Context: an optimization exercise on an open-source flow, tuned for small area. The choices shown serve that exercise and are no tape-out recipe. The RTL was checked by simulation tests, not by an equivalence proof against the original design. No driver is modelled on the clock port, so clocking that relies on it looks cheaper here than on a real chip. No activity file was given, so power comes from the tool's default toggle rates.

===== design/flow/config.mk =====
export PLATFORM = sky130hd
export DESIGN_NAME = time_multiplex_main
export DESIGN_NICKNAME = time_multiplex_main
export VERILOG_FILES = /design/flow/design.v
export SDC_FILE = /design/flow/constraint.sdc
export NUM_CORES = 4
export LEC_CHECK = 0
export ABC_AREA = 1
export CAP_MARGIN = 20
export CORE_MARGIN = 2
export CORE_UTILIZATION = 40
export SLEW_MARGIN = 20

===== design/flow/constraint.sdc =====
create_clock -name core_clock -period 10.0 [get_ports {clk}]
set_input_delay 2.0000 -clock core_clock [delete_from_list [all_inputs] [get_ports {clk}]]
set_output_delay 2.0000 -clock core_clock [all_outputs]
set_load 0.01 [all_outputs]

===== design/flow/design.v =====
`timescale 1ns / 1ps
module clk_div_disp(
    input clk,
    input rst,
    output slow_tick,
    output time_tick
    );
    reg p;
    reg [12:0] a;    
    reg [9:0] b;     
    wire a_last = ((a ^ 13'b1001010000001) & 13'b1111101111100) == 13'd0;
    wire b_last = b == 10'b1100000001;
    assign time_tick = a_last & ~p;
    assign slow_tick = b_last & ~p;
    always @(posedge clk) begin
        if (rst)
            p <= 1'b0;
        else
            p <= ~p;
        if (rst || a_last)
            a <= 13'd0;
        else
            a <= {~a[11:0], a[2] ^ a[12]};
        if (rst || b_last)
            b <= 10'd0;
        else
            b <= {~b[8:0], b[2] ^ b[9]};
    end
endmodule
`timescale 1ns / 1ps
module hexto7segment(
    input [3:0] x,
    output reg [6:0] r
    );
    always @(*)
        case(x)
            4'b0000: r = 7'b0000001;
            4'b0001: r = 7'b1001111;
            4'b0010: r = 7'b0010010;
            4'b0011: r = 7'b0000110;
            4'b0100: r = 7'b1001100;
            4'b0101: r = 7'b0100100;
            4'b0110: r = 7'b0100000;
            4'b0111: r = 7'b0001111;
            4'b1000: r = 7'b0000000;
            4'b1001: r = 7'b0000100;
            default: r = 7'b1111111;
        endcase
endmodule
`timescale 1ns / 1ps
module stopwatch(
    input clk, input rst, input en, input toggle, input reset,
    input [1:0] mode, input [7:0] sw,
    output reg [3:0] reg_d0, output reg [3:0] reg_d1,
    output reg [3:0] reg_d2, output reg [3:0] reg_d3);
    reg toggle_ff, ss, finish, idle;
    wire up  = ~mode[1];
    wire lsw = mode[0];
    wire cnt = ~ss & ~finish;
    wire m0 = up ? (reg_d0 == 4'd9) : (reg_d0 == 4'd0);
    wire m1 = up ? (reg_d1 == 4'd9) : (reg_d1 == 4'd0);
    wire m2 = up ? (reg_d2 == 4'd9) : (reg_d2 == 4'd0);
    wire m3 = up ? (reg_d3 == 4'd9) : (reg_d3 == 4'd0);
    wire last = m0 & m1 & m2 & m3;
    wire ld9  = reset & mode[1] & ~mode[0];
    wire ldsw = lsw & (up ? (reset | idle) : (~reset & idle));
    wire ld0  = reset & ~mode[1] & ~mode[0];
    wire L  = en & ss & (ld0 | ld9 | ldsw) & ~rst;
    wire G0 = en & cnt & ~last & ~rst;
    wire G1 = G0 & m0;
    wire G2 = G1 & m1;
    wire G3 = G2 & m2;
    wire K  = ~(rst | L);           
    wire N9 = L & ld9;              
    wire [3:0] s0 = m0 ? (up ? 4'd0 : 4'd9) : (up ? reg_d0 + 4'd1 : reg_d0 - 4'd1);
    wire [3:0] s1 = m1 ? (up ? 4'd0 : 4'd9) : (up ? reg_d1 + 4'd1 : reg_d1 - 4'd1);
    wire [3:0] s2 = m2 ? (up ? 4'd0 : 4'd9) : (up ? reg_d2 + 4'd1 : reg_d2 - 4'd1);
    wire [3:0] s3 = m3 ? (up ? 4'd0 : 4'd9) : (up ? reg_d3 + 4'd1 : reg_d3 - 4'd1);
    wire LS = L & ldsw;
    wire [3:0] h0 = (reg_d0 & {4{K}}) | {N9, 1'b0, 1'b0, N9};
    wire [3:0] h1 = (reg_d1 & {4{K}}) | {N9, 1'b0, 1'b0, N9};
    wire [3:0] h2 = (reg_d2 & {4{K}}) | {N9, 1'b0, 1'b0, N9} | (sw[3:0] & {4{LS}});
    wire [3:0] h3 = (reg_d3 & {4{K}}) | {N9, 1'b0, 1'b0, N9} | (sw[7:4] & {4{LS}});
    always @(posedge clk) begin
        reg_d0 <= G0 ? s0 : h0;
        reg_d1 <= G1 ? s1 : h1;
        reg_d2 <= G2 ? s2 : h2;
        reg_d3 <= G3 ? s3 : h3;
        if (rst) begin
            toggle_ff <= 1'b0; ss <= 1'b1; finish <= 1'b0; idle <= 1'b1;
        end
        else if (en) begin
            toggle_ff <= toggle;
            if (toggle_ff && !toggle) ss <= ~ss;
            if (cnt & last) finish <= 1'b1;
            else if (ss & up & (reset | (lsw & idle))) finish <= 1'b0;
            if (lsw) begin
                if (ss & reset) idle <= 1'b1;
                else if (cnt) idle <= 1'b0;
            end
        end
    end
endmodule
`timescale 1ns / 1ps
module time_fsm(
    input clk,
    input rst,
    input en,
    input reset,
    input [3:0] d0,
    input [3:0] d1,
    input [3:0] d2,
    input [3:0] d3,
    output dp,
    output [3:0] an,
    output [6:0] sseg
    );
    reg [1:0] state;
    reg [3:0] x;
    always @(*)
        case (state)
            2'b00: x = d0;
            2'b01: x = d1;
            2'b10: x = d2;
            default: x = d3;
        endcase
    hexto7segment dec (.x(x), .r(sseg));
    assign an = ~(4'b0001 << state);
    assign dp = ~(state == 2'b10);
    always @(posedge clk) begin
        if (rst || reset)
            state <= 2'b00;
        else if (en)
            state <= state + 2'b01;
    end
endmodule
`timescale 1ns / 1ps
module time_multiplex_main(
    input clk,
    input rst,
    input toggle,
    input reset,
    input [7:0] sw,
    input [1:0] mode,
    output dp,
    output [3:0] an,
    output [6:0] sseg
    );
    wire slow_tick;
    wire time_tick;
    wire [3:0] reg_d0, reg_d1, reg_d2, reg_d3;
    clk_div_disp clock (.clk(clk), .rst(rst), .slow_tick(slow_tick), .time_tick(time_tick));
    stopwatch stopwatch_a (
        .clk(clk),
        .rst(rst),
        .en(time_tick),
        .toggle(toggle),
        .reset(reset),
        .mode(mode),
        .sw(sw),
        .reg_d0(reg_d0),
        .reg_d1(reg_d1),
        .reg_d2(reg_d2),
        .reg_d3(reg_d3));
    time_fsm c6 (
        .clk(clk),
        .rst(rst),
        .en(slow_tick),
        .reset(reset),
        .d0(reg_d0),
        .d1(reg_d1),
        .d2(reg_d2),
        .d3(reg_d3),
        .dp(dp),
        .an(an),
        .sseg(sseg));
endmodule

===== design/flow/flow/run.sh =====
#!/bin/bash
# Own layout flow: the standard synthesis, then an area re-mapping of the
# logic between the (unchanged) flip-flops, then the standard layout steps
# with smaller port buffers and a small clock tree.
set -euo pipefail
W=$(pwd)
F=$W/flow
R=$W/orfs/results/${FLOW_PLATFORM}/time_multiplex_main/base

# 1. standard synthesis, unchanged
bash standard.sh synth > $W/1_synth_std.log 2>&1
cp $R/1_2_yosys.v $W/1_2_yosys_std.v

# 2. re-map the combinational logic for area (flip-flops untouched)
export RESYNTH_IN=$W/1_2_yosys_std.v RESYNTH_OUT=$W/1_2_yosys_rs.v
export RESYNTH_ABC=$F/area.abc RESYNTH_STAT=$W/resynth_stat.txt
export RESYNTH_DONT_USE="$(grep -oE 'sky130_fd_sc_hd__(probe\w*|lpflow\w*)' $FLOW_HOME/platforms/sky130hd/config.mk | sort -u | tr '\n' ' ')"
yosys -c $F/resynth.tcl > $W/1_resynth.log 2>&1
# the flip-flops must be exactly the standard synthesis's
diff <(grep -oE 'sky130_fd_sc_hd__df\w+ +\S+' $RESYNTH_IN | sort) \
     <(grep -oE 'sky130_fd_sc_hd__df\w+ +\S+' $RESYNTH_OUT | sort) > $W/ff_diff.txt
cp $RESYNTH_OUT $R/1_2_yosys.v
touch $R/1_2_yosys.v

# 3. the standard layout from the new netlist
export BUFFER_PORTS_ARGS="-buffer_cell sky130_fd_sc_hd__buf_1"
export CTS_ARGS="-sink_clustering_enable -repair_clock_nets -sink_clustering_size 100 -sink_clustering_max_diameter 500 -buf_list sky130_fd_sc_hd__clkbuf_8 -dont_use_dummy_load"
bash standard.sh > $W/2_layout.log 2>&1

===== design/flow/flow/area.abc =====
strash
&get -n
&deepsyn -T 20
&put
dch -f
amap
topo

===== design/flow/flow/resynth.tcl =====
# Re-map the combinational logic of the standard synthesis netlist for area.
# The flip-flops are kept as they are (same instances, names and cell type);
# only the logic between them is rebuilt by ABC.
yosys -import
set lib $::env(FLOW_HOME)/platforms/sky130hd/lib/sky130_fd_sc_hd__tt_025C_1v80.lib
set in  $::env(RESYNTH_IN)
set out $::env(RESYNTH_OUT)
set dont_use {}
foreach c $::env(RESYNTH_DONT_USE) { lappend dont_use -dont_use $c }

read_liberty -ignore_miss_func $lib
blackbox sky130_fd_sc_hd__dfxtp_1
read_verilog $in
hierarchy -top $::env(FLOW_TOP)
flatten
opt_clean -purge
# start again from the flattened logic with every library cell a black box,
# so the mapped netlist refers to plain library cells
write_verilog -noattr $out.generic.v
design -reset
read_liberty -lib $lib
read_verilog $out.generic.v
hierarchy -top $::env(FLOW_TOP)
simplemap
opt_clean -purge
abc -liberty $lib {*}$dont_use -script $::env(RESYNTH_ABC)
opt_clean -purge
hilomap -singleton -hicell sky130_fd_sc_hd__conb_1 HI -locell sky130_fd_sc_hd__conb_1 LO
insbuf -buf sky130_fd_sc_hd__buf_1 A X
splitnets
opt_clean -purge
tee -o $::env(RESYNTH_STAT) stat -liberty $lib
check -assert -mapped
write_verilog -noattr -nohex -nodec $out

===== design/flow/standard.sh =====
#!/bin/bash
# synth_recipe.tcl (not shown) runs the flow's synth.tcl, then flattens the netlist and writes it again
# the make line also repeats each setting of config.mk as NAME=value (left out here)
make -C /OpenROAD-flow-scripts/flow DESIGN_CONFIG=/design/flow/config.mk WORK_HOME=/design/flow/orfs CLKGATE_MAP_FILE= SYNTH_SCRIPT=/design/flow/synth_recipe.tcl "${@:-finish}"

==> flow_summary.ini, run 1 <==
[power_and_ir_drop]
power_leakage_nw = 0.809
peakVddDrop_v = 0.000133
p_per_area_nw_per_um2 = 139

[critical_path]
worstPathRequired_ps = 10130
path_max_fanout = 6
startpoint = mode[1]
reg2reg_from = clock.a[2]$_SDFF_PP0_
cp.arrival_ps = 4810
r2r_slack_ps = 6730
reg2regPathDepth = 15
r2r-end = stopwatch_a.reg_d2[3]$_DFF_P_
cp-endpoint = stopwatch_a.reg_d1[3]$_DFF_P_
crit_type = in2reg
cp-start-kind = input port
cp-end-kind = flop

[drt]
routed_via_density = 5.21
drt_pass1_iterations = 4
wl_met3_um = 219
drc_errors = 0
wl_per_cell_um = 12.6
drt-met1-wl_um = 2210
postRouteAntennaNets = 0
totalWireLength_um = 4600
maxUsedRoutingLayer = met4
route.met2.wl_um = 2090
vias = 1907
drt_iter0_drc = 114

[sta]
slew_viol_final = 0
slew_headroom_pct = 63.1
rsz0062_at_grt = false
setup_ws_ps = 5320
fin_crit_sh_pct = 46.8
worstMarginPinSlew_ps = 539
setup_viol = 0
setup_tns_ps = 0
final_hold_viol_count = 0
hold_slack_ps = 383
skew_ps = 18.3
timing.fmax_ghz = 0.214
fin_crit_ps = 4680

[synthesis]
synthesis.nets = 289
syn_area_um2 = 2040
ys_warn_count = 4
avgSynthCellArea_um2 = 7.43
syn_inst = 275

[grt]
grt_usage_pct = 17.1
gr-total-overflow = 0
grt_max_degree = 16
grt_pass1_vias = 1630
grt_antenna_before_repair = 0
grt_first_pass_wirelength_um = 7310

[final_layout]
multi_input_area_um2 = 948
area_delta_synth_final_pct = 11.0
num-nets-final = 312
antenna_cells = 0
layout_commonest_cell = nor2_1
fillerInstances = 548
seq_area_um2 = 921
drive_above_1_share_pct = 2.36
final_cell_mix = nor2_1, dfxtp_1, clkinv_1

[floorplan]
die_area_um2 = 5700
pin_count = 26
die_x_um = 75.5
core_um2 = 5010
start_util_pct = 40.8
rows = 26
die-height_um = 75.5

[clock_network]
cts_root_buf = clkbuf_8
cts_tree = done
clk_path_buf_depth = 2
cts_resized = 0
cts.clk_slew.worst_paths_ps = 70
htree_levels = 2
clk_latency_ps = 290
cts_hold_buf = 0
cts_buffers = 5
post_cts_buffers = 0
cts.sinks = 46

[placed_design]
dp_hpwl_um = 3530
post-place-ws_ps = 4990
numPortBuffers = 25
gp_congestion = 0.926

[status]
run_status = finished clean

[hold_path]
min_path_type = reg2reg

[flow_run]
drv_cap = 0
==> layer usage <==
metal / vias to the layer above / GRT usage (%)
met1: 864 / 21.7
met5: - / 0
met3: 8 / 4.37
li1: 987 / -
met4: 0 / 6.04
met2: 48 / 28.1
==> state kept, by name (all words and copies together) (netlist names) <==
register / cells
stopwatch_a.idle: 1
c6.state: 2
stopwatch_a.reg_d3: 4
stopwatch_a.reg_d2: 4
clock.p: 1
stopwatch_a.toggle_ff: 1
clock.b: 10
stopwatch_a.reg_d0: 4
clock.a: 13
stopwatch_a.finish: 1
stopwatch_a.reg_d1: 4
stopwatch_a.ss: 1
==> worst min path at each step <==
stage / from / end / slack [ps] / depth (start not counted)
after global routing: clock.a[7]$_SDFF_PP0_ / clock.a[8]$_SDFF_PP0_ / 390 / 1
after CTS: clock.a[7]$_SDFF_PP0_ / clock.a[8]$_SDFF_PP0_ / 380 / 1
after floorplan: clock.a[0]$_SDFF_PP0_ / clock.a[1]$_SDFF_PP0_ / 370 / 1
after global placement: clock.a[7]$_SDFF_PP0_ / clock.a[8]$_SDFF_PP0_ / 370 / 1
final: clock.a[7]$_SDFF_PP0_ / clock.a[8]$_SDFF_PP0_ / 380 / 1
after detailed placement: clock.a[7]$_SDFF_PP0_ / clock.a[8]$_SDFF_PP0_ / 370 / 1
==> critical path, cell delays in order <==
cell,delay (ps)
buf_1,250
clkinv_1,230
nor2_1,220
o22ai_1,90
nor2_1,180
clkinv_1,130
or3_1,420
o21bai_1,180
nor2_1,90
o21ai_0,180
or3_1,180
nor2_1,60
a2111oi_0,420
o22ai_1,170
==> area by class of cell <==
cell class	count	share of cell area, %
multi-input cells	182	41.8
flip-flops and latches	46	40.6
inverters	36	5.95
repair buffers	27	4.80
well taps	70	3.86
clock buffers	5	3.03
==> per-stage QoR <==
step | total power, mW | std cells | instance area [um^2] | util (%)
floorplan | 0.213 | 275 | 2040 | -
global placement | 0.220 | 361 | 2200 | 43.9
detailed placement | 0.221 | 361 | 2200 | 43.9
CTS | 0.319 | 366 | 2270 | 45.3
global route | 0.331 | 366 | 2270 | 45.3
finish | 0.315 | 366 | 2270 | 45.3
==> power breakdown <==
group | internal, mW | total, mW | leakage, nW | switching (mW)
combinational | 0.00805 | 0.0217 | 0.395 | 0.0136
clock | 0.0451 | 0.0991 | 0.0359 | 0.0540
sequential | 0.191 | 0.194 | 0.379 | 0.00378
total | 0.244 | 0.315 | 0.809 | 0.0714
==> inputs of run 2 (changes only) <==
==> design/flow/flow/run.sh (replaced) <==
#!/bin/bash
# Own layout flow: the standard synthesis, then an area re-mapping of the
# logic between the (unchanged) flip-flops, then the standard layout steps
# with smaller port buffers and a small clock tree.
set -euo pipefail
W=$(pwd)
F=$W/flow
R=$W/orfs/results/${FLOW_PLATFORM}/time_multiplex_main/base

# 1. standard synthesis, unchanged
bash standard.sh synth > $W/1_synth_std.log 2>&1
cp $R/1_2_yosys.v $W/1_2_yosys_std.v

# 2. re-map the combinational logic for area (flip-flops untouched), with a
# few ABC scripts side by side; keep the smallest result
export RESYNTH_IN=$W/1_2_yosys_std.v
export RESYNTH_DONT_USE="$(grep -oE 'sky130_fd_sc_hd__(probe\w*|lpflow\w*)' $FLOW_HOME/platforms/sky130hd/config.mk | sort -u | tr '\n' ' ')"
for s in $F/area*.abc; do
  n=$(basename $s .abc)
  RESYNTH_OUT=$W/1_2_yosys_$n.v RESYNTH_ABC=$s RESYNTH_STAT=$W/resynth_$n.txt \
    yosys -c $F/resynth.tcl > $W/1_resynth_$n.log 2>&1 &
done
wait
best=""; best_area=""
for s in $F/area*.abc; do
  n=$(basename $s .abc)
  a=$(awk '/Chip area/ {print $NF}' $W/resynth_$n.txt 2>/dev/null || true)
  [[ -n "$a" && -f $W/1_2_yosys_$n.v ]] || continue
  if [[ -z "$best" ]] || awk "BEGIN {exit !($a < $best_area)}"; then best=$n; best_area=$a; fi
done
echo "resynth: using $best ($best_area um2)" > $W/resynth_choice.txt
RESYNTH_OUT=$W/1_2_yosys_$best.v
# the flip-flops must be exactly the standard synthesis's
diff <(grep -oE 'sky130_fd_sc_hd__df\w+ +\S+' $RESYNTH_IN | sort) \
     <(grep -oE 'sky130_fd_sc_hd__df\w+ +\S+' $RESYNTH_OUT | sort) > $W/ff_diff.txt
cp $RESYNTH_OUT $R/1_2_yosys.v
touch $R/1_2_yosys.v

# 3. the standard layout from the new netlist
export BUFFER_PORTS_ARGS="-buffer_cell sky130_fd_sc_hd__buf_1"
# clock tree: a root buffer and a few leaf buffers, each leaf driving the
# clock pins of one group of nearby registers (flow/clock_tree.tcl)
export PRE_CTS_TCL=$F/clock_tree.tcl
export OWN_CLK_ROOT=${OWN_CLK_ROOT:-sky130_fd_sc_hd__clkbuf_2}
export OWN_CLK_LEAF=${OWN_CLK_LEAF:-sky130_fd_sc_hd__clkbuf_8}
export OWN_CLK_LEAVES=${OWN_CLK_LEAVES:-3}
export CTS_ARGS="-clk_nets clk -buf_list sky130_fd_sc_hd__clkbuf_8 -dont_use_dummy_load"
bash standard.sh > $W/2_layout.log 2>&1
==> design/flow/flow/area1.abc (new file) <==
strash
&get -n
&deepsyn -T 20
&put
dch -f
amap
topo
==> design/flow/flow/area2.abc (new file) <==
strash
&get -n
&deepsyn -T 20 -S 1
&put
dch -f
amap
topo
==> design/flow/flow/area3.abc (new file) <==
strash
&get -n
&deepsyn -T 20 -S 2
&put
dch -f
amap
topo
==> design/flow/flow/area4.abc (new file) <==
strash
dc2
dc2
&get -n
&deepsyn -T 20
&put
dch -f
amap
topo
==> design/flow/flow/clock_tree.tcl (new file) <==
# A two-level clock tree by hand: one root buffer at the clock port's net,
# driving k leaf buffers, each at the centre of a group of clock pins
# (groups split by position along the longer side of the sink region).
proc my_clock_tree { root_master leaf_master k } {
  set block [ord::get_db_block]
  set db [ord::get_db]
  set clknet [$block findNet clk]
  $clknet setSigType CLOCK
  set sinks {}
  foreach it [$clknet getITerms] {
    set loc [[$it getInst] getLocation]
    lappend sinks [list $it [lindex $loc 0] [lindex $loc 1]]
  }
  set xs [lmap s $sinks {lindex $s 1}]; set ys [lmap s $sinks {lindex $s 2}]
  set w [expr {[tcl::mathfunc::max {*}$xs] - [tcl::mathfunc::min {*}$xs]}]
  set h [expr {[tcl::mathfunc::max {*}$ys] - [tcl::mathfunc::min {*}$ys]}]
  set key [expr {$w >= $h ? 1 : 2}]
  set sinks [lsort -integer -index $key $sinks]
  set n [llength $sinks]
  set root [odb::dbInst_create $block [$db findMaster $root_master] clkbuf_root]
  set rootnet [odb::dbNet_create $block clknet_root]
  $rootnet setSigType CLOCK
  foreach s $sinks { [lindex $s 0] disconnect }
  [$root findITerm A] connect $clknet
  [$root findITerm X] connect $rootnet
  set rx 0; set ry 0
  for {set g 0} {$g < $k} {incr g} {
    set lo [expr {$g * $n / $k}]; set hi [expr {($g + 1) * $n / $k - 1}]
    set leaf [odb::dbInst_create $block [$db findMaster $leaf_master] clkbuf_leaf_$g]
    set net [odb::dbNet_create $block clknet_leaf_$g]
    $net setSigType CLOCK
    [$leaf findITerm A] connect $rootnet
    [$leaf findITerm X] connect $net
    set sx 0; set sy 0
    foreach s [lrange $sinks $lo $hi] {
      [lindex $s 0] connect $net
      set sx [expr {$sx + [lindex $s 1]}]; set sy [expr {$sy + [lindex $s 2]}]
    }
    set m [expr {$hi - $lo + 1}]
    $leaf setLocation [expr {$sx / $m}] [expr {$sy / $m}]
    $leaf setPlacementStatus PLACED
    set rx [expr {$rx + $sx / $m}]; set ry [expr {$ry + $sy / $m}]
  }
  $root setLocation [expr {$rx / $k}] [expr {$ry / $k}]
  $root setPlacementStatus PLACED
}

# Run as ORFS's PRE_CTS_TCL hook: build the tree here; TritonCTS, limited to
# the port net (-clk_nets clk), then finds a single sink there and leaves it.
my_clock_tree $::env(OWN_CLK_ROOT) $::env(OWN_CLK_LEAF) $::env(OWN_CLK_LEAVES)
--- a/design/flow/flow/resynth.tcl
+++ b/design/flow/flow/resynth.tcl
@@ -23,4 +23,9 @@
 hierarchy -top $::env(FLOW_TOP)
 simplemap
+# internal nets get private names, so that none is kept beside a port's
+# name; the ports and the registers' output nets keep theirs
+select -set keep t:sky130_fd_sc_hd__dfxtp_1 %x:+\[Q\] w:* %i
+yosys rename -hide w:* i:* o:* %u @keep %u %d
+select -clear
 opt_clean -purge
 abc -liberty $lib {*}$dont_use -script $::env(RESYNTH_ABC)
removed: design/flow/flow/area.abc
==> flow_summary.ini, run 2 <==
[status]
run_status = finished clean

[critical_path]
reg2reg_from = clock.a[2]$_SDFF_PP0_
path_max_fanout = 7
worstPathRequired_ps = 10250
cp-start-kind = input port
cp.arrival_ps = 5130
cp-end-kind = flop
crit_type = in2reg
startpoint = mode[1]

[synthesis]
syn_inst = 261
synthesis.nets = 275
avgSynthCellArea_um2 = 7.67
ys_warn_count = 4
syn_area_um2 = 2000

[sta]
skew_ps = 9.89
fin_crit_ps = 4880
final_hold_viol_count = 0
slew_headroom_pct = 55.4
rsz0062_at_grt = false
setup_tns_ps = 0
fin_crit_sh_pct = 48.8
setup_viol = 0
setup_ws_ps = 5120
worstMarginPinSlew_ps = 653
slew_viol_final = 0
timing.fmax_ghz = 0.205

[hold_path]
min_path_type = reg2reg
hold_start = clock.a[7]$_SDFF_PP0_

[final_layout]
final_cell_mix = nor2_1, dfxtp_1, clkinv_1
antenna_cells = 0
regMostFlops = clock.a
final_area_um2 = 2240
largest_register_ffs = 13
drive_above_1_share_pct = 2.06
fin_cells = 358
reg_top3 = clock.a (13), clock.b (10)
num-nets-final = 307
layout_commonest_cell = nor2_1
area_delta_synth_final_pct = 11.8

[power_and_ir_drop]
power_leakage_nw = 0.776
peakVddDrop_v = 0.000114
p_per_area_nw_per_um2 = 134
switchingPower_mw = 0.0716
seqPwrFrac_pct = 64.8
swShare_pct = 23.8
finalPower_mw = 0.300
clockPowerShare_pct = 27.8
power_frac_comb_pct = 7.4
power.internal_mw = 0.229

[floorplan]
die-height_um = 74.7
die_x_um = 74.7
die_area_um2 = 5580
rows = 25
pin_count = 26
core_um2 = 4790
start_util_pct = 41.8

[clock_network]
post_cts_buffers = 0
cts_hold_buf = 0
cts.clk_slew.worst_paths_ps = 100
cts_resized = 0
clk_latency_ps = 340

[grt]
grt_antenna_before_repair = 0
grt_usage_pct = 16.8
gr-total-overflow = 0
grt_max_degree = 17
grt_pass1_vias = 1692
grt_first_pass_wirelength_um = 7670

[placed_design]
dp_hpwl_um = 3520
placed_area_um2 = 2190
numPortBuffers = 25
post-place-ws_ps = 4820
gp_congestion = 0.867
dp.cells = 354

[drt]
postRouteAntennaNets = 0
totalWireLength_um = 4540
wl_per_cell_um = 12.7
vias = 1857
drt_pass1_iterations = 4
drc_errors = 0
routed_via_density = 5.19
drt_iter0_drc = 130

[flow_run]
drv_cap = 0
[run 2: per-stage QoR]
stage / util, % / hold slack, ps
floorplan: - / 368
global placement: 45.8 / 371
detailed placement: 45.8 / 372
CTS: 46.7 / 377
global route: 46.7 / 412
finish: 46.7 / 389
[run 2: critical path, stage by stage]
cell	delay (ps)
buf_1	290
clkinv_1	230
nor2_1	230
o22ai_1	100
nor2_1	170
clkinv_1	110
nor2_1	190
o21ai_0	190
or3_1	360
a221oi_1	390
o221ai_1	330
nor2_1	230
clkinv_1	100
o32ai_1	210
[run 2: final timing paths]
kind	cells after the start	slack, ps	endpoint
setup / recovery	14	5120	stopwatch_a.reg_d2[3]$_DFF_P_
hold / removal	1	390	clock.a[8]$_SDFF_PP0_
setup reg to reg	15	6490	stopwatch_a.reg_d2[3]$_DFF_P_
hold reg to reg	1	390	clock.a[8]$_SDFF_PP0_
[run 2: metal layers]
layer,GRT usage (%),vias up,share of wire (%)
met5,0,-,0
met4,2.38,0,1.6
met3,0.937,7,2.6
met2,28.5,28,44
met1,24.5,839,51
li1,-,983,-
[run 2: area by class of cell]
cell class              count  area, um^2
fillers                   510        2550
well taps                  67        83.8
multi-input cells         180         950
flip-flops and latches     46         921
plain buffers               4        46.3
inverters                  34         128
repair buffers             27         109
[run 2: power by group through the flow]
stage | sequential, mW | combinational [mW] | clock, mW
after floorplan | 0.198 | 0.0145 | 0
after global placement | 0.199 | 0.0219 | 0
after global routing | 0.196 | 0.0255 | 0.0916
after detailed placement | 0.199 | 0.0222 | 0
after CTS | 0.199 | 0.0223 | 0.0621
final | 0.195 | 0.0222 | 0.0836
==> inputs of run 3 (changes only) <==
--- a/design/flow/flow/run.sh
+++ b/design/flow/flow/run.sh
@@ -16,8 +16,11 @@
 export RESYNTH_IN=$W/1_2_yosys_std.v
 export RESYNTH_DONT_USE="$(grep -oE 'sky130_fd_sc_hd__(probe\w*|lpflow\w*)' $FLOW_HOME/platforms/sky130hd/config.mk | sort -u | tr '\n' ' ')"
+i=0
 for s in $F/area*.abc; do
   n=$(basename $s .abc)
   RESYNTH_OUT=$W/1_2_yosys_$n.v RESYNTH_ABC=$s RESYNTH_STAT=$W/resynth_$n.txt \
     yosys -c $F/resynth.tcl > $W/1_resynth_$n.log 2>&1 &
+  i=$((i + 1))
+  if (( i % ${NUM_CORES:-4} == 0 )); then wait; fi
 done
 wait
==> design/flow/flow/area3.abc (replaced) <==
strash
&get -n
&deepsyn -T 20
&put
dch -f -p
amap
topo
==> design/flow/flow/area5.abc (new file) <==
strash
&get -n
&deepsyn -T 20
&put
dch -f
amap -F 4 -A 10
topo
==> design/flow/flow/area6.abc (new file) <==
strash
&get -n
&deepsyn -T 20 -S 2
&put
dch -f -p
amap
topo
==> design/flow/flow/area7.abc (new file) <==
strash
&get -n
&deepsyn -T 20 -S 3
&put
dch -f
amap
topo
==> design/flow/flow/area8.abc (new file) <==
strash
dc2
&get -n
&deepsyn -T 20 -S 4
&put
dch -f -p
amap
topo
--- a/design/flow/flow/clock_tree.tcl
+++ b/design/flow/flow/clock_tree.tcl
@@ -18,10 +18,15 @@
   set sinks [lsort -integer -index $key $sinks]
   set n [llength $sinks]
-  set root [odb::dbInst_create $block [$db findMaster $root_master] clkbuf_root]
-  set rootnet [odb::dbNet_create $block clknet_root]
-  $rootnet setSigType CLOCK
   foreach s $sinks { [lindex $s 0] disconnect }
-  [$root findITerm A] connect $clknet
-  [$root findITerm X] connect $rootnet
+  if { $root_master eq "none" } {
+    # the leaves hang on the port's net itself
+    set rootnet $clknet
+  } else {
+    set root [odb::dbInst_create $block [$db findMaster $root_master] clkbuf_root]
+    set rootnet [odb::dbNet_create $block clknet_root]
+    $rootnet setSigType CLOCK
+    [$root findITerm A] connect $clknet
+    [$root findITerm X] connect $rootnet
+  }
   set rx 0; set ry 0
   for {set g 0} {$g < $k} {incr g} {
@@ -42,6 +47,8 @@
     set rx [expr {$rx + $sx / $m}]; set ry [expr {$ry + $sy / $m}]
   }
-  $root setLocation [expr {$rx / $k}] [expr {$ry / $k}]
-  $root setPlacementStatus PLACED
+  if { $root_master ne "none" } {
+    $root setLocation [expr {$rx / $k}] [expr {$ry / $k}]
+    $root setPlacementStatus PLACED
+  }
 }
 
==> flow_summary.ini, run 3 <==
[drt]
totalWireLength_um = 4540
routed_via_density = 5.28
drc_errors = 0
drt_iter0_drc = 102
vias = 1931
wl_per_cell_um = 12.4
postRouteAntennaNets = 0
drt_pass1_iterations = 4

[power_and_ir_drop]
p_per_area_nw_per_um2 = 131
power_leakage_nw = 0.806
peakVddDrop_v = 0.0000860

[grt]
grt_pass1_vias = 1711
gr-total-overflow = 0
grt_first_pass_wirelength_um = 7440
grt_usage_pct = 16.4
grt_max_degree = 17
grt_antenna_before_repair = 0

[clock_network]
post_cts_buffers = 0
cts_hold_buf = 0
cts_resized = 0
cts.clk_slew.worst_paths_ps = 110
clk_latency_ps = 350

[critical_path]
crit_type = in2reg
cpPeakStageDelay_ps = 550
slowest_stage = or4_1
cpMostUsedCell = nor2_1
cp.arrival_ps = 5310
path_max_fanout = 9
cp-start-kind = input port
worstPathRequired_ps = 10290
cp-end-kind = flop
cp_cell_sequence = buf_1, clkinv_1, nor2_1, a22oi_1, nor2_1, clkinv_1, or4_1, nor4_1, nor2_1, clkinv_1, nor2_1, o21ai_0, nor2_1, a211oi_1, nand3_1, o21ai_0

[floorplan]
rows = 25
start_util_pct = 42.2
core_um2 = 4790
die_x_um = 75.0
die_area_um2 = 5630
die-height_um = 75.0
pin_count = 26

[sta]
skew_ps = 15.6
fin_crit_sh_pct = 50.2
worstMarginPinSlew_ps = 1050
timing.fmax_ghz = 0.199
slew_headroom_pct = 29.6
setup_tns_ps = 0
final_hold_viol_count = 0
fin_crit_ps = 5020
setup_viol = 0
slew_viol_final = 0
rsz0062_at_grt = false

[placed_design]
dp.cells = 362
numPortBuffers = 25
dp_hpwl_um = 3440
gp_congestion = 0.867

[status]
run_status = finished clean

[final_layout]
num-nets-final = 315
fin_cells = 366
largest_register_ffs = 13
reg_top3 = clock.a (13), clock.b (10)
fillerInstances = 509
drive_above_1_share_pct = 2.01
antenna_cells = 0
area_delta_synth_final_pct = 11.6
regMostFlops = clock.a
layout_commonest_cell = nor2_1
final_cell_mix = nor2_1, dfxtp_1, clkinv_1

[synthesis]
synthesis.nets = 284
ys_warn_count = 4
avgSynthCellArea_um2 = 7.47
syn_inst = 270
syn_area_um2 = 2020

[flow_run]
drv_cap = 0

[hold_path]
min_path_type = reg2reg
==> run 3: per-layer routing <==
layer	up-vias	GRT usage (%)	wire length (um)
met5	-	0	0
met4	0	3.77	71
met3	5	0.937	180
met2	38	27.7	2030
met1	889	23.0	2260
li1	999	-	-
==> run 3: final cells by class <==
class | count | area [um^2] | area share, %
repair buffers | 26 | 101 | 4.50
plain buffers | 4 | 46.3 | 2.06
multi-input cells | 188 | 968 | 43.0
flip-flops and latches | 46 | 921 | 40.9
inverters | 35 | 131 | 5.83
well taps | 67 | 83.8 | 3.72
==> run 3: worst max-delay path: cells and delay by family <==
family          cells  cell delay (ps)
compound gates      4              750
buf+inv             4              790
simple gates        8             1780
==> run 3: worst paths after layout <==
kind                                             from  cells after the start                            end  slack, ps
worst min-delay path            clock.a[1]$_SDFF_PP0_                      1          clock.a[2]$_SDFF_PP0_        390
worst min register to register  clock.a[1]$_SDFF_PP0_                      1          clock.a[2]$_SDFF_PP0_        390
worst max-delay path                          mode[1]                     16  stopwatch_a.reg_d2[3]$_DFF_P_       4980
worst max register to register  clock.a[8]$_SDFF_PP0_                     11  stopwatch_a.reg_d2[2]$_DFF_P_       6650
==> run 3: stage by stage <==
step / area, um^2 / util, % / power (mW) / hold WS (ps) / worst slack, ps
floorplan: 2020 / - / 0.207 / 368 / 5550
global placement: 2210 / 46.1 / 0.214 / 370 / 4840
detailed placement: 2210 / 46.1 / 0.214 / 372 / 4680
CTS: 2250 / 47.1 / 0.276 / 373 / 4650
finish: 2250 / 47.1 / 0.294 / 385 / 4980
global route: 2250 / 47.1 / 0.309 / 410 / 4600
==> run 3: power breakdown <==
part	total [mW]	internal, mW	switching (mW)
sequential	0.194	0.190	0.00326
combinational	0.0159	0.00592	0.00995
clock	0.0849	0.0299	0.0550
total	0.294	0.226	0.0682
==> inputs of run 4 (changes only) <==
--- a/design/flow/design.v
+++ b/design/flow/design.v
@@ -117,15 +117,8 @@
     );
     reg [1:0] state;
-    reg [3:0] x;
-    always @(*)
-        case (state)
-            2'b00: x = d0;
-            2'b01: x = d1;
-            2'b10: x = d2;
-            default: x = d3;
-        endcase
-    hexto7segment dec (.x(x), .r(sseg));
     assign an = ~(4'b0001 << state);
     assign dp = ~(state == 2'b10);
+    wire [3:0] x = (d0 | {4{an[0]}}) & (d1 | {4{an[1]}}) & (d2 | {4{an[2]}}) & (d3 | {4{an[3]}});
+    hexto7segment dec (.x(x), .r(sseg));
     always @(posedge clk) begin
         if (rst || reset)
==> flow_summary.ini, run 4 <==
[status]
run_status = finished clean

[critical_path]
worstPathRequired_ps = 8000
cp.arrival_ps = 2920
slowest_stage = nor4_1
path_depth = 9
cpPeakStageDelay_ps = 640
cp-end-kind = output port
cpMostUsedCell = o21ai_0
path_max_fanout = 6
crit_type = reg2out
cp_cell_sequence = clkinv_1, nand2_1, nor2_1, nor4_1, o21ai_0, a22oi_1, o21ai_0, o311a_1, buf_1
reg2regPathDepth = 16
cp-start-kind = flop
path_buf_inv = 2
crit_family = compound AO/OA/AOI/OAI gates

[final_layout]
fillerInstances = 511
layout_commonest_cell = nor2_1
num-nets-final = 299
area_delta_synth_final_pct = 11.1
seq_area_um2 = 921
largest_register_ffs = 13
reg_top3 = clock.a (13), clock.b (10)
regMostFlops = clock.a
multi_input_area_um2 = 958
fin_cells = 350
final_cell_mix = nor2_1, dfxtp_1, clkinv_1
antenna_cells = 0
drive_above_1_share_pct = 1.41

[power_and_ir_drop]
power_leakage_nw = 0.791
finalPower_mw = 0.293
p_per_area_nw_per_um2 = 132
peakVddDrop_v = 0.0000826

[drt]
routed_via_density = 5.17
totalWireLength_um = 4280
drc_errors = 0
wl_per_cell_um = 12.2
drt_iter0_drc = 93
vias = 1808
drt_pass1_iterations = 4
postRouteAntennaNets = 0

[floorplan]
die-height_um = 74.6
rows = 25
core_um2 = 4750
die_area_um2 = 5560
start_util_pct = 41.9
die_x_um = 74.6
pin_count = 26

[synthesis]
ys_warn_count = 4
syn_inst = 255
avgSynthCellArea_um2 = 7.81
synthesis.nets = 269
syn_area_um2 = 1990

[hold_path]
min_path_type = reg2reg
min_path_cells = 1

[clock_network]
post_cts_buffers = 0
cts.clk_slew.worst_paths_ps = 100
cts_resized = 0
clk_latency_ps = 340
cts_hold_buf = 0

[sta]
timing.fmax_ghz = 0.203
slew_headroom_pct = 35.0
final_hold_viol_count = 0
slew_viol_final = 0
setup_viol = 0
setup_tns_ps = 0
rsz0062_at_grt = false
fin_crit_sh_pct = 49.2
skew_ps = 7.70
worstMarginPinSlew_ps = 967
fin_crit_ps = 4920

[grt]
grt_pass1_vias = 1583
grt_usage_pct = 15.7
gr-total-overflow = 0
grt_max_degree = 17
grt_antenna_before_repair = 0
grt_first_pass_wirelength_um = 7120

[placed_design]
gp_congestion = 0.943
dp.cells = 346
dp_hpwl_um = 3360
numPortBuffers = 25

[flow_run]
drv_cap = 0
-- run 4: layer usage --
metal / GRT usage, % / wire, um / vias up / share of wire [%]
li1: - / - / 953 / -
met1: 22.9 / 2100 / 808 / 49
met2: 25.9 / 1880 / 40 / 44
met3: 1.22 / 220 / 7 / 5.1
met4: 2.98 / 83 / 0 / 1.9
met5: 0 / 0 / - / 0
-- run 4: worst register-to-register path, cell delays in order, from the launching register on --
cell	delay (ps)
dfxtp_1	320
or4_1	510
nor3_1	140
nand4b_1	150
nor2_1	250
clkinv_1	150
or3_1	390
or2_0	250
nor2_1	200
clkinv_1	170
nor2_1	200
clkinv_1	130
a211oi_1	290
o221ai_1	230
or2_0	270
nor2_1	110
a21oi_1	40
-- run 4: power breakdown --
group	total, mW	switching [mW]	internal [mW]
sequential	0.194	0.00339	0.190
clock	0.0830	0.0531	0.0299
combinational	0.0158	0.00993	0.00588
total	0.293	0.0665	0.226
-- run 4: area by class of cell --
type                            instances  area share [%]
Tap cell                               67            3.79
Buffer                                  4            2.09
Multi-Input combinational cell        179            43.3
Inverter                               29            4.92
Timing Repair Buffer                   25            4.24
Sequential cell                        46            41.6
-- run 4: metrics by stage --
step	setup WS [ps]	hold WS (ps)	utilization, %	area, um^2
4_1_cts	4850	373	46.5	2210
3_3_place_gp	5030	368	45.6	2170
5_1_grt	4710	408	46.5	2210
2_1_floorplan	5660	368	-	1990
3_5_place_dp	4860	371	45.6	2170
6_report	5080	388	46.5	2210
-- run 4: final timing paths --
check | from | end | slack, ps
setup / recovery | c6.state[0]$_SDFFE_PP0P_ | sseg[5] | 5080
hold / removal | clock.a[0]$_SDFF_PP0_ | clock.a[1]$_SDFF_PP0_ | 390
setup reg to reg | clock.a[3]$_SDFF_PP0_ | stopwatch_a.reg_d3[3]$_DFF_P_ | 6080
hold reg to reg | clock.a[0]$_SDFF_PP0_ | clock.a[1]$_SDFF_PP0_ | 390
==> inputs of run 5 (changes only) <==
==> design/flow/flow/area1.abc (replaced) <==
strash
&get -n
&deepsyn -T 40
&put
dch -f
amap
topo
==> design/flow/flow/area2.abc (replaced) <==
strash
&get -n
&deepsyn -T 40 -S 1
&put
dch -f
amap
topo
==> design/flow/flow/area3.abc (replaced) <==
strash
&get -n
&deepsyn -T 40
&put
dch -f -p
amap
topo
==> design/flow/flow/area4.abc (replaced) <==
strash
dc2
dc2
&get -n
&deepsyn -T 40
&put
dch -f
amap
topo
==> design/flow/flow/area5.abc (replaced) <==
strash
&get -n
&deepsyn -T 40
&put
dch -f
amap -F 4 -A 10
topo
==> design/flow/flow/area6.abc (replaced) <==
strash
&get -n
&deepsyn -T 40 -S 2
&put
dch -f -p
amap
topo
==> design/flow/flow/area7.abc (replaced) <==
strash
&get -n
&deepsyn -T 40 -S 3
&put
dch -f
amap
topo
==> design/flow/flow/area8.abc (replaced) <==
strash
dc2
&get -n
&deepsyn -T 40 -S 4
&put
dch -f -p
amap
topo
==> flow_summary.ini, run 5 <==
[flow_run]
drv_cap = 0

[sta]
slew_headroom_pct = 35.0
final_hold_viol_count = 0
worstMarginPinSlew_ps = 967
setup_tns_ps = 0
rsz0062_at_grt = false
fin_crit_sh_pct = 49.2
slew_viol_final = 0
timing.fmax_ghz = 0.203
fin_crit_ps = 4920
setup_viol = 0
skew_ps = 7.70

[critical_path]
reg2reg_from = clock.a[3]$_SDFF_PP0_
cpMostUsedCell = o21ai_0
crit_type = reg2out
cpPeakStageDelay_ps = 640
worstPathRequired_ps = 8000
slowest_stage = nor4_1
reg2regPathDepth = 16
r2r_slack_ps = 6080
cp.arrival_ps = 2920
r2r-end = stopwatch_a.reg_d3[3]$_DFF_P_
crit_family = compound AO/OA/AOI/OAI gates
cp-start-kind = flop
path_buf_inv = 2
cp-end-kind = output port
path_max_fanout = 6
cp_cell_sequence = clkinv_1, nand2_1, nor2_1, nor4_1, o21ai_0, a22oi_1, o21ai_0, o311a_1, buf_1

[final_layout]
largest_register_ffs = 13
drive_above_1_share_pct = 1.41
multi_input_area_um2 = 958
regMostFlops = clock.a
area_delta_synth_final_pct = 11.1
final_cell_mix = nor2_1, dfxtp_1, clkinv_1
layout_commonest_cell = nor2_1
antenna_cells = 0
reg_top3 = clock.a (13), clock.b (10)
seq_area_um2 = 921
fillerInstances = 511
num-nets-final = 299

[hold_path]
min_path_type = reg2reg
hold_end = clock.a[1]$_SDFF_PP0_
min_path_cells = 1
hold_start = clock.a[0]$_SDFF_PP0_

[clock_network]
cts_resized = 0
cts.clk_slew.worst_paths_ps = 100
clk_latency_ps = 340
cts_hold_buf = 0
post_cts_buffers = 0

[grt]
grt_antenna_before_repair = 0
grt_max_degree = 17
gr-total-overflow = 0
grt_pass1_vias = 1583
grt_usage_pct = 15.7
grt_first_pass_wirelength_um = 7120

[floorplan]
rows = 25
core_um2 = 4750
die-height_um = 74.6
die_x_um = 74.6
die_area_um2 = 5560
pin_count = 26
start_util_pct = 41.9

[drt]
totalWireLength_um = 4280
drc_errors = 0
wl_met3_um = 220
wl_per_cell_um = 12.2
drt-met1-wl_um = 2100
drt_iter0_drc = 93
route.met2.wl_um = 1880
routed_via_density = 5.17
postRouteAntennaNets = 0
vias = 1808
maxUsedRoutingLayer = met4
drt_pass1_iterations = 4

[synthesis]
syn_area_um2 = 1990
syn_inst = 255
ys_warn_count = 4
avgSynthCellArea_um2 = 7.81
synthesis.nets = 269

[power_and_ir_drop]
finalPower_mw = 0.293
peakVddDrop_v = 0.0000826
p_per_area_nw_per_um2 = 132
power_leakage_nw = 0.791

[placed_design]
numPortBuffers = 25
dp_hpwl_um = 3360
gp_congestion = 0.943

[status]
run_status = finished clean
run 5: where the power goes:
group	internal, mW	switching (mW)	total (mW)	leakage (nW)
clock	0.0299	0.0531	0.0830	0.0257
combinational	0.00588	0.00993	0.0158	0.387
sequential	0.190	0.00339	0.194	0.378
total	0.226	0.0665	0.293	0.791
run 5: metal layers:
metal	global-route usage [%]	vias to the layer above
met1	22.9	808
met4	2.98	0
met5	0	-
met3	1.22	7
met2	25.9	40
li1	-	953
run 5: through the flow:
stage,std cells,util (%),hold WS (ps),setup slack [ps],area (um^2)
after global placement,346,45.6,368,5030,2170
final,350,46.5,388,5080,2210
after global routing,350,46.5,408,4710,2210
after CTS,350,46.5,373,4850,2210
after floorplan,255,-,368,5660,1990
after detailed placement,346,45.6,371,4860,2170
run 5: worst max path at each step:
stage	endpoint	slack, ps	startpoint	cells past startpoint
after floorplan	sseg[5]	5660	c6.state[0]$_SDFFE_PP0P_	8
after global placement	stopwatch_a.reg_d2[3]$_DFF_P_	5030	mode[1]	14
after detailed placement	stopwatch_a.reg_d2[3]$_DFF_P_	4860	mode[1]	14
after CTS	stopwatch_a.reg_d2[3]$_DFF_P_	4850	mode[1]	14
after global routing	stopwatch_a.reg_d2[3]$_DFF_P_	4710	mode[1]	14
final	sseg[5]	5080	c6.state[0]$_SDFFE_PP0P_	9
run 5: worst register-to-register path, delay by kind of cell, from the launching register on:
kind                   cells  cell delay (ps)
AO/OA/AOI/OAI              3              560
buffers and inverters      3              450
flip-flops                 1              320
AND/OR/NAND/NOR           10             2470
run 5: area by class of cell:
type                            count  share of cell area [%]
Inverter                           29                    4.92
Timing Repair Buffer               25                    4.24
Sequential cell                    46                    41.6
Tap cell                           67                    3.79
Buffer                              4                    2.09
Multi-Input combinational cell    179                    43.3

-- afterwards: timing with drivers on the ports --
How much do the figures lean on ideal ports? The routed layouts below were timed once more, with nothing changed but the port constraints. Step 1 assumes that a clkbuf_16 drives the clock port and a buf_2 every other input. Step 2 times the ports against the registers' clock, not the clock port: input delays grow and output delays shrink by t, the midpoint of the rising clock arrivals with the driver on. Three values: ideal ports, drivers, drivers and shift; two values: the first two.
| run | t, ns | setup slack, ns | hold slack, ns | worst register clock-pin slew, ns | cell pins on the clock port's net |
|---|---|---|---|---|---|
| run 1 | 0.311 | 5.317 / 5.292 / 5.010 | 0.383 / 0.383 / 0.383 | 0.09 / 0.09 | 1 |
| run 2 | 0.352 | 5.123 / 5.113 / 4.761 | 0.389 / 0.389 / 0.389 | 0.10 / 0.10 | 1 |
| run 3 | 0.368 | 4.978 / 4.976 / 4.608 | 0.385 / 0.385 / 0.385 | 0.11 / 0.11 | 1 |
| run 4 | 0.355 | 5.080 / 5.057 / 4.834 | 0.388 / 0.388 / 0.388 | 0.10 / 0.10 | 1 |
| run 5 | 0.355 | 5.080 / 5.057 / 4.834 | 0.388 / 0.388 / 0.388 | 0.10 / 0.10 | 1 |
After both steps every run listed still meets setup and hold. For run 3, which loses most, drivers alone change the setup slack by -0.002 ns; drivers and shift together by -0.370 ns.
